From an optimization exercise on the open Yosys and OpenROAD flow, aimed at small area; shortcuts taken in it are not production practice.
Only simulation tests tie the RTL to the original design; equivalence was not proved.

==> run H <==
Design udp_plus_fix, start of the top module:
module udp_plus_fix(
    input         clk,
    input         rst,
    input  [7:0]  data_in,
    input         valid_in,
    output        fix_packet_done_in,
    output        msg_valid,
    output        msg_type,
    output [47:0] symbol_id,
    output        side,
    output [63:0] price,
    output [63:0] quantity,
    output [31:0] order_id
    );
    wire [7:0] fix_data;
    wire msg_complete, tag_valid, tag_first, value_valid, value_first;
    udp_parser udp(
        .clk(clk), .rst(rst), .data_in(data_in), .valid_in(valid_in),
        .payload_data(fix_data), .packet_done(fix_packet_done_in));
    fix_parser fp(
        .clk(clk), .rst(rst), .data_in(fix_data),
        .msg_complete(msg_complete), .tag_valid(tag_valid), .tag_first(tag_first),
        .value_valid(value_valid), .value_first(value_first));
    fix_to_order_book fto(
        .clk(clk), .rst(rst), .data(fix_data), .msg_complete(msg_complete),
        .tag_valid(tag_valid), .tag_first(tag_first),
        .value_valid(value_valid), .value_first(value_first),
        .msg_valid(msg_valid), .msg_type(msg_type), .symbol_id(symbol_id),
        .side(side), .price(price), .quantity(quantity), .order_id(order_id));
endmodule
==> module fix_parser, before the edit <==
module fix_parser (
    input        clk,
    input        rst,
    input  [7:0] data_in,
    output       msg_complete,
    output       tag_valid,
    output       tag_first,
    output       value_valid,
    output       value_first
);
localparam IDLE    = 3'b000;
localparam TAG     = 3'b100;
localparam EQUAL   = 3'b101;
localparam VALUE   = 3'b111;
localparam CONTROL = 3'b110;
localparam DONE    = 3'b010;
localparam RESET       = 3'b000;
localparam BEGINSTRING = 3'b001;
localparam BODY_LENGTH = 3'b011;
localparam BODY        = 3'b111;
localparam CHECKSUM    = 3'b100;
reg [2:0] c_state, n_state;
reg [2:0] c_s, n_s;
reg [7:0] LENGTH [0:4];
reg body_length_done;
wire body_length_value_en = (c_s == BODY_LENGTH) & (n_state == VALUE);
reg [16:0] remaining;
wire [7:0]  new_digit = data_in - 8'h30;
wire [16:0] L4 = {9'd0, LENGTH[4]};
wire [16:0] L4n = ~L4;
wire [16:0] pushed_value = (remaining << 3) + (remaining << 1) + {9'd0, new_digit}
                         + (L4 << 15) + (L4n << 11) + (L4 << 8) + (L4 << 6) + (L4 << 5)
                         + 17'd2039;
assign tag_valid    = (n_state == TAG);
assign tag_first    = tag_valid & (c_state != TAG);
assign value_valid  = (n_state == VALUE);
assign value_first  = (c_state == EQUAL);
assign msg_complete = (c_state == DONE);
wire length_keep = (c_s == BODY_LENGTH) | (c_s == BODY);
wire length_hold = length_keep & ~body_length_value_en;
wire [39:0] length_q = {LENGTH[4], LENGTH[3], LENGTH[2], LENGTH[1], LENGTH[0]};
wire [39:0] length_shift = {LENGTH[3], LENGTH[2], LENGTH[1], LENGTH[0], data_in - 8'h30};
wire [39:0] length_d = (length_shift & {40{body_length_value_en}}) | (length_q & {40{length_hold}});
always @(posedge clk) begin
    remaining <= body_length_value_en ? pushed_value :
                 (c_s == BODY_LENGTH) ? remaining :
                 (c_s == BODY) ? remaining - 17'd1 : 17'd1;
    body_length_done <= (remaining == 17'd0);
    LENGTH[0] <= length_d[7:0];
    LENGTH[1] <= length_d[15:8];
    LENGTH[2] <= length_d[23:16];
    LENGTH[3] <= length_d[31:24];
    LENGTH[4] <= length_d[39:32];
end
always @(posedge clk or posedge rst) begin
    if (rst) c_state <= IDLE;
    else c_state <= n_state;
end
always @(*) begin
    n_state = c_state;
    case (c_state)
    IDLE:    if ((n_s == BEGINSTRING) | (n_s == BODY) | (n_s == BODY_LENGTH)) n_state = TAG;
    TAG:     if (data_in == 8'h3d) n_state = EQUAL;
    EQUAL:   n_state = VALUE;
    VALUE:   if (data_in == 8'h01) n_state = (c_s == CHECKSUM) ? DONE : CONTROL;
    CONTROL: n_state = TAG;
    DONE:    n_state = IDLE;
    default: ;
    endcase
end
always @(posedge clk or posedge rst) begin
    if (rst) c_s <= RESET;
    else c_s <= n_s;
end
always @(*) begin
    n_s = c_s;
    case (c_s)
    RESET:       if (data_in == 8'h38) n_s = BEGINSTRING;
    BEGINSTRING: if (data_in == 8'h01) n_s = BODY_LENGTH;
    BODY_LENGTH: if (data_in == 8'h01) n_s = BODY;
    BODY:        if (body_length_done) n_s = CHECKSUM;
    CHECKSUM:    if (data_in == 8'h01) n_s = RESET;
    default: ;
    endcase
end
endmodule
==> module udp_parser, before the edit <==
module udp_parser (
    input            clk,
    input            rst,
    input      [7:0] data_in,
    input            valid_in,
    output reg [7:0] payload_data,
    output           packet_done
);
    localparam IDLE    = 2'd0;
    localparam HEADER  = 2'd1;
    localparam PAYLOAD = 2'd2;
    reg [15:0] byte_count;
    reg [15:0] udp_length;
    reg [1:0]  c_state;
    wire [15:0] byte_count_inc = byte_count + 16'd1;
    always @(posedge clk or posedge rst) begin
        if (rst) byte_count <= 16'd0;
        else if (valid_in) byte_count <= byte_count_inc;
        else byte_count <= 16'd0;
    end
    always @(posedge clk or posedge rst) begin
        if (rst) udp_length <= 16'd0;
        else if (c_state == IDLE) udp_length <= 16'd0;
        else if (byte_count == 16'd4) udp_length[15:8] <= data_in;
        else if (byte_count == 16'd5) udp_length[7:0] <= data_in;
    end
    wire [15:0] diff = byte_count ^ udp_length;
    wire count_eq = ~|diff;
    wire count_eq_next = (diff == (byte_count ^ byte_count_inc));
    assign packet_done = count_eq & (c_state == IDLE);
    always @(posedge clk or posedge rst) begin
        if (rst) payload_data <= 8'd0;
        else if ((c_state == PAYLOAD) & valid_in) payload_data <= data_in;
        else payload_data <= 8'd0;
    end
    always @(posedge clk or posedge rst) begin
        if (rst) c_state <= IDLE;
        else case (c_state)
            IDLE:    if (valid_in) c_state <= HEADER;
            HEADER:  if (byte_count == 16'd7) c_state <= PAYLOAD;
            PAYLOAD: if (count_eq_next) c_state <= IDLE;
            default: ;
        endcase
    end
endmodule
export LEC_CHECK = 0
export CAP_MARGIN = 20
export CORE_MARGIN = 2
export CORE_UTILIZATION = 40
export SLEW_MARGIN = 20
create_clock -name core_clock -period 10.0 [get_ports {clk}]
standard.sh (not shown) runs the stock make flow with config.mk's settings and CLKGATE_MAP_FILE= SYNTH_SCRIPT=/design/flow/synth_recipe.tcl, a recipe that flattens the netlist after the stock synthesis.
==> flow/flow/run.sh <==
#!/bin/bash
# The standard layout, with every port buffered by the smallest buffer
# (sky130_fd_sc_hd__buf_1) and clock tree synthesis without dummy loads.
set -euo pipefail
bash standard.sh "BUFFER_PORTS_ARGS=-buffer_cell sky130_fd_sc_hd__buf_1" \
  "CTS_ARGS=-sink_clustering_enable -repair_clock_nets -sink_clustering_size 18 -sink_clustering_max_diameter 75 -sink_clustering_buffer sky130_fd_sc_hd__clkbuf_8 -tree_buf sky130_fd_sc_hd__clkbuf_4 -dont_use_dummy_load" \
  finish > standard_flow.log 2>&1
==> run D: changes against run H <==
--- a/flow/design.v
+++ b/flow/design.v
@@ -65,6 +65,6 @@
 localparam BEGINSTRING = 3'b001;
 localparam BODY_LENGTH = 3'b011;
-localparam BODY        = 3'b111;
-localparam CHECKSUM    = 3'b100;
+localparam BODY        = 3'b010;
+localparam CHECKSUM    = 3'b110;
 reg [2:0] c_state, n_state;
 reg [2:0] c_s, n_s;
==> flow/flow/run.sh (replaced) <==
#!/bin/bash
# The standard layout, with every port buffered by the smallest buffer
# (sky130_fd_sc_hd__buf_1) and clock tree synthesis without dummy loads.
set -euo pipefail
bash standard.sh "BUFFER_PORTS_ARGS=-buffer_cell sky130_fd_sc_hd__buf_1" \
  "CTS_ARGS=-sink_clustering_enable -repair_clock_nets -sink_clustering_size 30 -sink_clustering_max_diameter 110 -dont_use_dummy_load" \
  finish > standard_flow.log 2>&1
==> run A: changes against run H <==
--- a/flow/design.v
+++ b/flow/design.v
@@ -26,8 +26,5 @@
         else if (byte_count == 16'd5) udp_length[7:0] <= data_in;
     end
-    wire [15:0] diff = byte_count ^ udp_length;
-    wire count_eq = ~|diff;
-    wire count_eq_next = (diff == (byte_count ^ byte_count_inc));
-    assign packet_done = count_eq & (c_state == IDLE);
+    assign packet_done = (byte_count == udp_length) & (c_state == IDLE);
     always @(posedge clk or posedge rst) begin
         if (rst) payload_data <= 8'd0;
@@ -40,5 +37,5 @@
             IDLE:    if (valid_in) c_state <= HEADER;
             HEADER:  if (byte_count == 16'd7) c_state <= PAYLOAD;
-            PAYLOAD: if (count_eq_next) c_state <= IDLE;
+            PAYLOAD: if (byte_count_inc == udp_length) c_state <= IDLE;
             default: ;
         endcase
@@ -65,6 +62,6 @@
 localparam BEGINSTRING = 3'b001;
 localparam BODY_LENGTH = 3'b011;
-localparam BODY        = 3'b111;
-localparam CHECKSUM    = 3'b100;
+localparam BODY        = 3'b010;
+localparam CHECKSUM    = 3'b110;
 reg [2:0] c_state, n_state;
 reg [2:0] c_s, n_s;
@@ -72,11 +69,10 @@
 reg body_length_done;
 wire body_length_value_en = (c_s == BODY_LENGTH) & (n_state == VALUE);
-reg [16:0] remaining;
-wire [7:0]  new_digit = data_in - 8'h30;
-wire [16:0] L4 = {9'd0, LENGTH[4]};
-wire [16:0] L4n = ~L4;
-wire [16:0] pushed_value = (remaining << 3) + (remaining << 1) + {9'd0, new_digit}
-                         + (L4 << 15) + (L4n << 11) + (L4 << 8) + (L4 << 6) + (L4 << 5)
-                         + 17'd2039;
+wire [16:0] L0 = {9'd0, LENGTH[0]}, L1 = {9'd0, LENGTH[1]}, L2 = {9'd0, LENGTH[2]};
+wire [16:0] L3 = {9'd0, LENGTH[3]}, L4 = {9'd0, LENGTH[4]};
+wire [16:0] len_hi = L3 + (L4 << 3) + (L4 << 1);
+wire [16:0] len_hi_n = ~len_hi;
+wire [16:0] body_length_value = L0 + (L1 << 1) + (L1 << 3) + (L2 << 2) + (L2 << 5) + (L2 << 6)
+                              + (len_hi << 10) + (len_hi_n << 4) + (len_hi_n << 3) + 17'd24;
 assign tag_valid    = (n_state == TAG);
 assign tag_first    = tag_valid & (c_state != TAG);
@@ -90,8 +86,4 @@
 wire [39:0] length_d = (length_shift & {40{body_length_value_en}}) | (length_q & {40{length_hold}});
 always @(posedge clk) begin
-    remaining <= body_length_value_en ? pushed_value :
-                 (c_s == BODY_LENGTH) ? remaining :
-                 (c_s == BODY) ? remaining - 17'd1 : 17'd1;
-    body_length_done <= (remaining == 17'd0);
     LENGTH[0] <= length_d[7:0];
     LENGTH[1] <= length_d[15:8];
@@ -100,4 +92,14 @@
     LENGTH[4] <= length_d[39:32];
 end
+reg [16:0] count_m1;
+always @(posedge clk) begin
+    if (count_m1 == body_length_value) begin
+        count_m1 <= 17'h1ffff;
+        body_length_done <= 1'b1;
+    end else begin
+        count_m1 <= (c_s == BODY) ? count_m1 + 17'd1 : 17'h1ffff;
+        body_length_done <= 1'b0;
+    end
+end
 always @(posedge clk or posedge rst) begin
     if (rst) c_state <= IDLE;
==> flow/flow/run.sh (replaced) <==
#!/bin/bash
# The standard layout, with every port buffered by the smallest buffer
# (sky130_fd_sc_hd__buf_1) instead of the one buffer_ports picks by default.
set -euo pipefail
bash standard.sh "BUFFER_PORTS_ARGS=-buffer_cell sky130_fd_sc_hd__buf_1" finish > standard_flow.log 2>&1
- ABC_AREA: default -> 1
- CORE_UTILIZATION: 40 -> 65
- CTS_CLUSTER_DIAMETER: default -> 100
- CTS_CLUSTER_SIZE: default -> 25
==> comparison table <==
metric	run H	run D	run A
Final-layout clock buffer total	29	17	34
Met3 Use GR	0.0245	0.0188	0.0224
Clock-pin slew of the registers on the worst-case setup and hold paths	100 ps	120 ps	90 ps
CTS Buf Count	29	17	20
Met1 Routed Length	18.9 mm	19.2 mm	18.3 mm
Synthesized-area fraction occupied by ao, oa, aoi and oai cells	0.0514	0.0504	0.0703
Status	finished clean	finished clean	finished clean
Total stage count of the critical path	7	8	31
Path type of the worst setup path	register to primary output	register to primary output	register to register
Net count of the mapped netlist	1704	1715	2011
RR Startpoint	udp.payload_data[4]	udp.payload_data[4]	fp.LENGTH[4][0]
Util after Layout	0.444	0.445	0.720
Post-synth EDFFs	238	238	221
Upper clock frequency limit	0.200 GHz	0.199 GHz	0.161 GHz
DRC marker count from the first detailed-route iteration	889	789	1110
Sequential portion of the cell area	0.551	0.550	0.517
Via count	12200	12200	13700
Cells after Synth	1615	1626	1897

## port drivers added, routing unchanged
The results above use ideal ports. As a check the final layouts listed here were re-extracted and re-timed, cells and wires unchanged.
Step 1 assumes that a clkbuf_16 drives the clock port and a buf_2 every other input.
Step 2 moves the port delays by t, midway between the first and last clock arrival at a register: inputs arrive t later, outputs are due t later. That takes back most of the time a late clock gives input paths.
a / b / c = ideal ports / drivers / drivers and shift; a / b = the first two.
| run | shift t [ns] | setup WS [ns] | hold slack, ns | worst setup path at the end | cell pins on the clock port's net |
|---|---|---|---|---|---|
| run H | 0.572 | 5.000 / 4.945 / 5.480 | 0.369 / 0.369 / 0.369 | register to register | 1 |
| run D | 0.565 | 4.976 / 4.925 / 5.490 | 0.361 / 0.361 / 0.361 | register to output | 1 |
| run A | 0.571 | 3.776 / 3.776 / 3.776 | 0.366 / 0.366 / 0.366 | register to register | 1 |
After both steps setup and hold are still met in every run listed.
